What follows belongs to an exercise in optimizing a design on an open flow for small area, a short achievable clock period and few clock cycles per item; a production flow would make more cautious choices.
Power and IR drop assume default switching activity.

==> inputs of run a <==
==> flow/design.v <==
module Processor(
	input					CLOCK_50,
	input					rst,
	output	[3:0]			imem_addr,
	input	[31:0]			imem_data,
	output	reg				retire,
	output	[3:0]			flags_out,
	output	reg	[31:0]		result_out
);
reg  [3:0]   pc;			 
reg  [31:0]  ir;			 
reg  [3:0]   ir_pc;			 
reg          ir_v;			 
reg          fN, fZ, fC, fV;
reg  [31:0]  rf [0:14];		 
reg  [14:0]  rf_v;			 
reg  [31:0]  dm [0:15];		 
reg  [15:0]  dm_v;			 
reg          mbusy;			 
reg  [30:0]  mplier;		 
reg  [5:0]   mamt;			 
reg          msc;			 
assign imem_addr = pc;
assign flags_out = {fN, fZ, fC, fV};
wire [3:0] cond = ir[31:28];
wire [1:0] op   = ir[27:26];
wire       I    = ir[25];
wire [3:0] cmd  = ir[24:21];
wire       S    = ir[20];
wire [3:0] a_n  = ir[19:16];
wire [3:0] a_d  = ir[15:12];
wire [3:0] a_s  = ir[11:8];
wire [3:0] a_m  = ir[3:0];
wire is_dp  = (op == 2'b00);
wire is_ls  = (op == 2'b01);
wire is_br  = (op == 2'b10);
wire is_mul = is_dp && ir[25:21] == 5'b00000 && ir[7:4] == 4'b1001;
reg pass;
always @(*) begin
	case (cond)
	4'h0: pass = fZ;
	4'h1: pass = !fZ;
	4'h2: pass = fC;
	4'h3: pass = !fC;
	4'h4: pass = fN;
	4'h5: pass = !fN;
	4'h6: pass = fV;
	4'h7: pass = !fV;
	4'h8: pass = fC && !fZ;
	4'h9: pass = !fC || fZ;
	4'ha: pass = fC == fV;
	4'hb: pass = fC != fV;
	4'hc: pass = (fC == fV) && !fZ;
	4'hd: pass = (fC != fV) || fZ;
	default: pass = 1'b1;
	endcase
end
wire [3:0] pc_inc = ir_pc + 4'd1;
reg [31:0] vn, vm, vs, vd;
always @(*) begin
	vn = (a_n == 4'd15) ? {28'b0, pc_inc} : (rf_v[a_n] ? rf[a_n] : 32'b0);
	vm = (a_m == 4'd15) ? {28'b0, pc_inc} : (rf_v[a_m] ? rf[a_m] : 32'b0);
	vs = (a_s == 4'd15) ? {28'b0, pc_inc} : (rf_v[a_s] ? rf[a_s] : 32'b0);
	vd = (a_d == 4'd15) ? {28'b0, pc_inc} : (rf_v[a_d] ? rf[a_d] : 32'b0);
end
wire       reg_amt = is_dp && !I && ir[4];
wire [7:0] amount  = mbusy ? {2'b0, mamt} : (reg_amt ? vs[7:0] : {3'b0, ir[11:7]});
wire [1:0] sh_type = ir[6:5];
reg [31:0] sh;
reg        shc;
always @(*) begin
	sh  = vm;
	shc = fC;
	if (amount != 8'd0) begin
		case (sh_type)
		2'b00: begin
			if (amount < 8'd32) begin sh = vm << amount[4:0]; shc = vm[6'd32 - {1'b0, amount[4:0]}]; end
			else if (amount == 8'd32) begin sh = 32'b0; shc = vm[0]; end
			else begin sh = 32'b0; shc = 1'b0; end
		end
		2'b01: begin
			if (amount < 8'd32) begin sh = vm >> amount[4:0]; shc = vm[amount[4:0] - 5'd1]; end
			else if (amount == 8'd32) begin sh = 32'b0; shc = vm[31]; end
			else begin sh = 32'b0; shc = 1'b0; end
		end
		2'b10: begin
			if (amount < 8'd32) begin sh = $signed(vm) >>> amount[4:0]; shc = vm[amount[4:0] - 5'd1]; end
			else begin sh = {32{vm[31]}}; shc = vm[31]; end
		end
		2'b11: begin
			sh  = (vm >> amount[4:0]) | (vm << (6'd32 - {1'b0, amount[4:0]}));
			shc = sh[31];
		end
		endcase
	end
end
wire [3:0]  rot     = ir[11:8];
wire [63:0] imm_dbl = {24'b0, ir[7:0], 24'b0, ir[7:0]} >> {rot, 1'b0};
wire [31:0] imm_rot = imm_dbl[31:0];
wire        imm_c   = (rot != 4'd0) ? imm_rot[31] : fC;
wire mul_term = mbusy ? mplier[0] : vn[0];	 
reg [31:0] op2;
reg        sc;
always @(*) begin
	if (is_dp && I) begin op2 = imm_rot; sc = imm_c; end
	else if (is_ls && !I) begin op2 = {20'b0, ir[11:0]}; sc = shc; end
	else if (is_mul) begin op2 = mul_term ? sh : 32'b0; sc = shc; end
	else begin op2 = sh; sc = shc; end
end
wire [31:0] src1 = is_mul ? (mbusy ? result_out : 32'b0) : vn;
reg  [31:0] x, y;
reg         cin, arith;
always @(*) begin
	x = src1;
	y = op2;
	cin = 1'b0;
	arith = 1'b1;
	if (is_mul) arith = 1'b0;
	else case (cmd)
	4'h2, 4'ha: begin y = ~op2; cin = 1'b1; end
	4'h3:       begin x = op2; y = ~src1; cin = 1'b1; end
	4'h4, 4'hb: ;
	4'h5:       cin = fC;
	4'h6:       begin y = ~op2; cin = fC; end
	4'h7:       begin x = op2; y = ~src1; cin = fC; end
	default:    arith = 1'b0;
	endcase
end
wire [32:0] sum = {1'b0, x} + {1'b0, y} + {32'b0, cin};
reg [31:0] res;
always @(*) begin
	if (is_mul) res = sum[31:0];
	else case (cmd)
	4'h0, 4'h8: res = src1 & op2;
	4'h1, 4'h9: res = src1 ^ op2;
	4'hc:       res = src1 | op2;
	4'hd:       res = op2;
	4'he:       res = src1 & ~op2;
	4'hf:       res = ~op2;
	default:    res = sum[31:0];
	endcase
end
wire newN = res[31];
wire newZ = (res == 32'b0);
wire newC = arith ? sum[32] : ((is_mul && mbusy) ? msc : sc);
wire newV = arith ? ((x[31] == y[31]) && (sum[31] != x[31])) : fV;
wire mul_last = mbusy ? ((mplier[30:1] == 30'b0) || (sh == 32'b0))
                      : ((vn[31:1] == 31'b0) || (sh == 32'b0));
wire mul_more = ir_v && is_mul && pass && !mul_last;	 
wire done     = ir_v && !mul_more;						 
wire [3:0]  maddr = vn[3:0] + op2[3:0];
wire [31:0] mdata = dm_v[maddr] ? dm[maddr] : 32'b0;
wire wr_rd   = pass && ((is_dp && cmd[3:2] != 2'b10) || is_mul || (is_ls && S));
wire wr_mem  = pass && is_ls && !S;
wire wr_flag = pass && is_dp && S;
wire [31:0] wdata = is_ls ? mdata : res;
wire [3:0]  br_tgt = ir_pc + ir[3:0];
reg  [3:0]  npc;
always @(*) begin
	if (is_br) npc = pass ? br_tgt : pc_inc;
	else if (wr_rd && a_d == 4'd15) npc = wdata[3:0];
	else npc = pc_inc;
end
wire [3:0] predicted = is_br ? br_tgt : pc_inc;
wire       redirect  = done && (npc != predicted);
wire        f_br   = (imem_data[27:26] == 2'b10);
wire [3:0]  f_next = f_br ? (pc + imem_data[3:0]) : (pc + 4'd1);
always @(posedge CLOCK_50) begin
	if (rst) begin
		pc     <= 4'd0;
		ir_v   <= 1'b0;
		retire <= 1'b0;
		mbusy  <= 1'b0;
		fN <= 1'b0; fZ <= 1'b0; fC <= 1'b0; fV <= 1'b0;
		rf_v   <= 15'b0;
		dm_v   <= 16'b0;
	end
	else begin
		retire <= done;
		if (!ir_v || done) begin
			if (redirect) begin
				pc   <= npc;
				ir_v <= 1'b0;
			end
			else begin
				pc    <= f_next;
				ir    <= imem_data;
				ir_pc <= pc;
				ir_v  <= 1'b1;
			end
		end
		if (done) begin
			if (wr_flag) begin fN <= newN; fZ <= newZ; fC <= newC; fV <= newV; end
			if (wr_rd && a_d != 4'd15) rf_v[a_d] <= 1'b1;
			if (wr_mem) dm_v[maddr] <= 1'b1;
			mbusy <= 1'b0;
		end
		else if (mul_more) begin
			mbusy <= 1'b1;
		end
	end
end
always @(posedge CLOCK_50) begin
	if (!rst && done) begin
		if (wr_rd && a_d != 4'd15) rf[a_d] <= wdata;
		if (wr_mem) dm[maddr] <= vd;
	end
end
always @(posedge CLOCK_50) begin
	if (done) begin
		if (is_br) result_out <= {28'b0, npc};
		else if (wr_rd) result_out <= (a_d == 4'd15) ? {28'b0, wdata[3:0]} : wdata;
		else result_out <= vd;
	end
	else if (mul_more) begin
		result_out <= sum[31:0];	 
	end
end
always @(posedge CLOCK_50) begin
	if (mul_more) begin
		mplier <= mbusy ? {1'b0, mplier[30:1]} : vn[31:1];
		mamt   <= amount[5:0] + 6'd1;
		if (!mbusy) msc <= shc;
	end
end
endmodule
==> flow/run.sh <==
#!/bin/bash
# synth_recipe.tcl (not shown) runs the flow's synth.tcl, then flattens the netlist and writes it again
# the make line also repeats each setting of config.mk as NAME=value (left out here)
make -C /OpenROAD-flow-scripts/flow DESIGN_CONFIG=/design/flow/config.mk WORK_HOME=/design/flow/orfs CLKGATE_MAP_FILE= SYNTH_SCRIPT=/design/flow/synth_recipe.tcl finish
==> flow/config.mk <==
export PLATFORM = sky130hd
export DESIGN_NAME = Processor
export DESIGN_NICKNAME = Processor
export VERILOG_FILES = /design/flow/design.v
export SDC_FILE = /design/flow/constraint.sdc
export NUM_CORES = 4
export LEC_CHECK = 0
export CAP_MARGIN = 20
export CORE_MARGIN = 2
export CORE_UTILIZATION = 30
export SLEW_MARGIN = 20
==> flow/constraint.sdc <==
create_clock -name core_clock -period 11.0 [get_ports {CLOCK_50}]
set_input_delay 2.2000 -clock core_clock [delete_from_list [all_inputs] [get_ports {CLOCK_50}]]
set_output_delay 2.2000 -clock core_clock [all_outputs]
set_load 0.01 [all_outputs]
==> run b: changes against run a <==
--- a/flow/design.v
+++ b/flow/design.v
@@ -11,6 +11,9 @@
 reg  [31:0]  ir;			 
 reg  [3:0]   ir_pc;			 
 reg          ir_v;			 
+reg  [31:0]  opn, opm, opd;	 
+reg  [7:0]   ops;
+reg          fwn, fwm, fws, fwd;	 
 reg          fN, fZ, fC, fV;
 reg  [31:0]  rf [0:14];		 
 reg  [14:0]  rf_v;			 
@@ -56,13 +59,23 @@
 	endcase
 end
 wire [3:0] pc_inc = ir_pc + 4'd1;
-reg [31:0] vn, vm, vs, vd;
-always @(*) begin
-	vn = (a_n == 4'd15) ? {28'b0, pc_inc} : (rf_v[a_n] ? rf[a_n] : 32'b0);
-	vm = (a_m == 4'd15) ? {28'b0, pc_inc} : (rf_v[a_m] ? rf[a_m] : 32'b0);
-	vs = (a_s == 4'd15) ? {28'b0, pc_inc} : (rf_v[a_s] ? rf[a_s] : 32'b0);
-	vd = (a_d == 4'd15) ? {28'b0, pc_inc} : (rf_v[a_d] ? rf[a_d] : 32'b0);
-end
+wire [3:0] f_n = imem_data[19:16];
+wire [3:0] f_m = imem_data[3:0];
+wire [3:0] f_s = imem_data[11:8];
+wire [3:0] f_d = imem_data[15:12];
+wire [3:0] f_pc_inc = pc + 4'd1;
+reg [31:0] rn_f, rm_f, rd_f;
+reg [7:0]  rs_f;
+always @(*) begin
+	rn_f = (f_n == 4'd15) ? {28'b0, f_pc_inc} : (rf_v[f_n] ? rf[f_n] : 32'b0);
+	rm_f = (f_m == 4'd15) ? {28'b0, f_pc_inc} : (rf_v[f_m] ? rf[f_m] : 32'b0);
+	rs_f = (f_s == 4'd15) ? {4'b0, f_pc_inc} : (rf_v[f_s] ? rf[f_s][7:0] : 8'b0);
+	rd_f = (f_d == 4'd15) ? {28'b0, f_pc_inc} : (rf_v[f_d] ? rf[f_d] : 32'b0);
+end
+wire [31:0] vn = fwn ? result_out : opn;
+wire [31:0] vm = fwm ? result_out : opm;
+wire [7:0]  vs = fws ? result_out[7:0] : ops;
+wire [31:0] vd = fwd ? result_out : opd;
 wire       reg_amt = is_dp && !I && ir[4];
 wire [7:0] amount  = mbusy ? {2'b0, mamt} : (reg_amt ? vs[7:0] : {3'b0, ir[11:7]});
 wire [1:0] sh_type = ir[6:5];
@@ -154,6 +167,7 @@
 wire wr_mem  = pass && is_ls && !S;
 wire wr_flag = pass && is_dp && S;
 wire [31:0] wdata = is_ls ? mdata : res;
+wire        wr_reg = done && wr_rd && a_d != 4'd15;	 
 wire [3:0]  br_tgt = ir_pc + ir[3:0];
 reg  [3:0]  npc;
 always @(*) begin
@@ -187,6 +201,14 @@
 				ir    <= imem_data;
 				ir_pc <= pc;
 				ir_v  <= 1'b1;
+				opn   <= rn_f;
+				opm   <= rm_f;
+				ops   <= rs_f;
+				opd   <= rd_f;
+				fwn   <= wr_reg && (f_n == a_d);
+				fwm   <= wr_reg && (f_m == a_d);
+				fws   <= wr_reg && (f_s == a_d);
+				fwd   <= wr_reg && (f_d == a_d);
 			end
 		end
 		if (done) begin
@@ -197,6 +219,8 @@
 		end
 		else if (mul_more) begin
 			mbusy <= 1'b1;
+			opm <= vm;
+			fwm <= 1'b0;
 		end
 	end
 end
CORE_UTILIZATION = 40   (was 30)
SETUP_SLACK_MARGIN = 3   (was unset)
==> qor summary <==
metric	run b	run a
Relative contribution of the clock network to total power	0.253	0.168
Run status	complete, no violations	complete, no violations
Worst Hold Launch	dm_v[9]	dm_v[2]
Clock group	4760 uW	4170 uW
WHS Endpoint	dm_v[9]	dm_v[2]
Post_cts resized	171	0
Cell internal power dissipation	11300 uW	13200 uW
NonClk Buf Share	0.0556	0.0502
Capturing element of the worst setup path	ops[6]	rf[7][30]
Reg-to-reg slack, setup	2.99 ns	0.53 ns
Unrepaired setup endpoints after global routing	yes	no
Final core utilization	0.470	0.347
Share of the clock period used by the worst path after layout	0.728	0.951
Proportion of synthesized chip area in sequential cells	0.496	0.498
Final setup margin	2.99 ns	0.534 ns
Initial antenna violation count	26	17
Stages on worst setup path	28	37
Highest achievable clock rate	125 MHz	95.6 MHz
Count of sequential standard cells	1244	1156
Most common cell type on the critical path	sky130_fd_sc_hd__buf_4	sky130_fd_sc_hd__o21ai_0
Tightest Pin Transition	1.38 ns	1.29 ns
DR vias/cell	7.09	6.26
Number of buffers added by the clock tree synthesis step	134	117
No functional check of the RTL was part of any run of this note.

port drivers added, routing unchanged:
The results above use ideal ports. As a check the final layouts listed here were re-extracted and re-timed, cells and wires unchanged.
Step 1: set_driving_cell puts a clkbuf_16 on CLOCK_50 and a buf_2 on each other input, an assumption about the parent block.
Step 2 times the ports against the registers' clock, not the clock port: input delays grow and output delays shrink by t, the midpoint of the rising clock arrivals with the driver on.
Three values: no drivers, after step 1, after step 2; two values: the first two.
run | t, ns | setup slack, ns | hold WS [ns] | worst register clock-pin slew, ns | worst slew at a driven data input, ns
run a | 0.861 | 0.534 / 0.534 / 0.534 | 0.462 / 0.462 / 0.462 | 0.07 / 0.07 | 0.10
run b | 0.876 | 2.994 / 2.994 / 2.994 | 0.470 / 0.470 / 0.470 | 0.08 / 0.08 | 0.10
After both steps setup and hold are still met in every run listed.
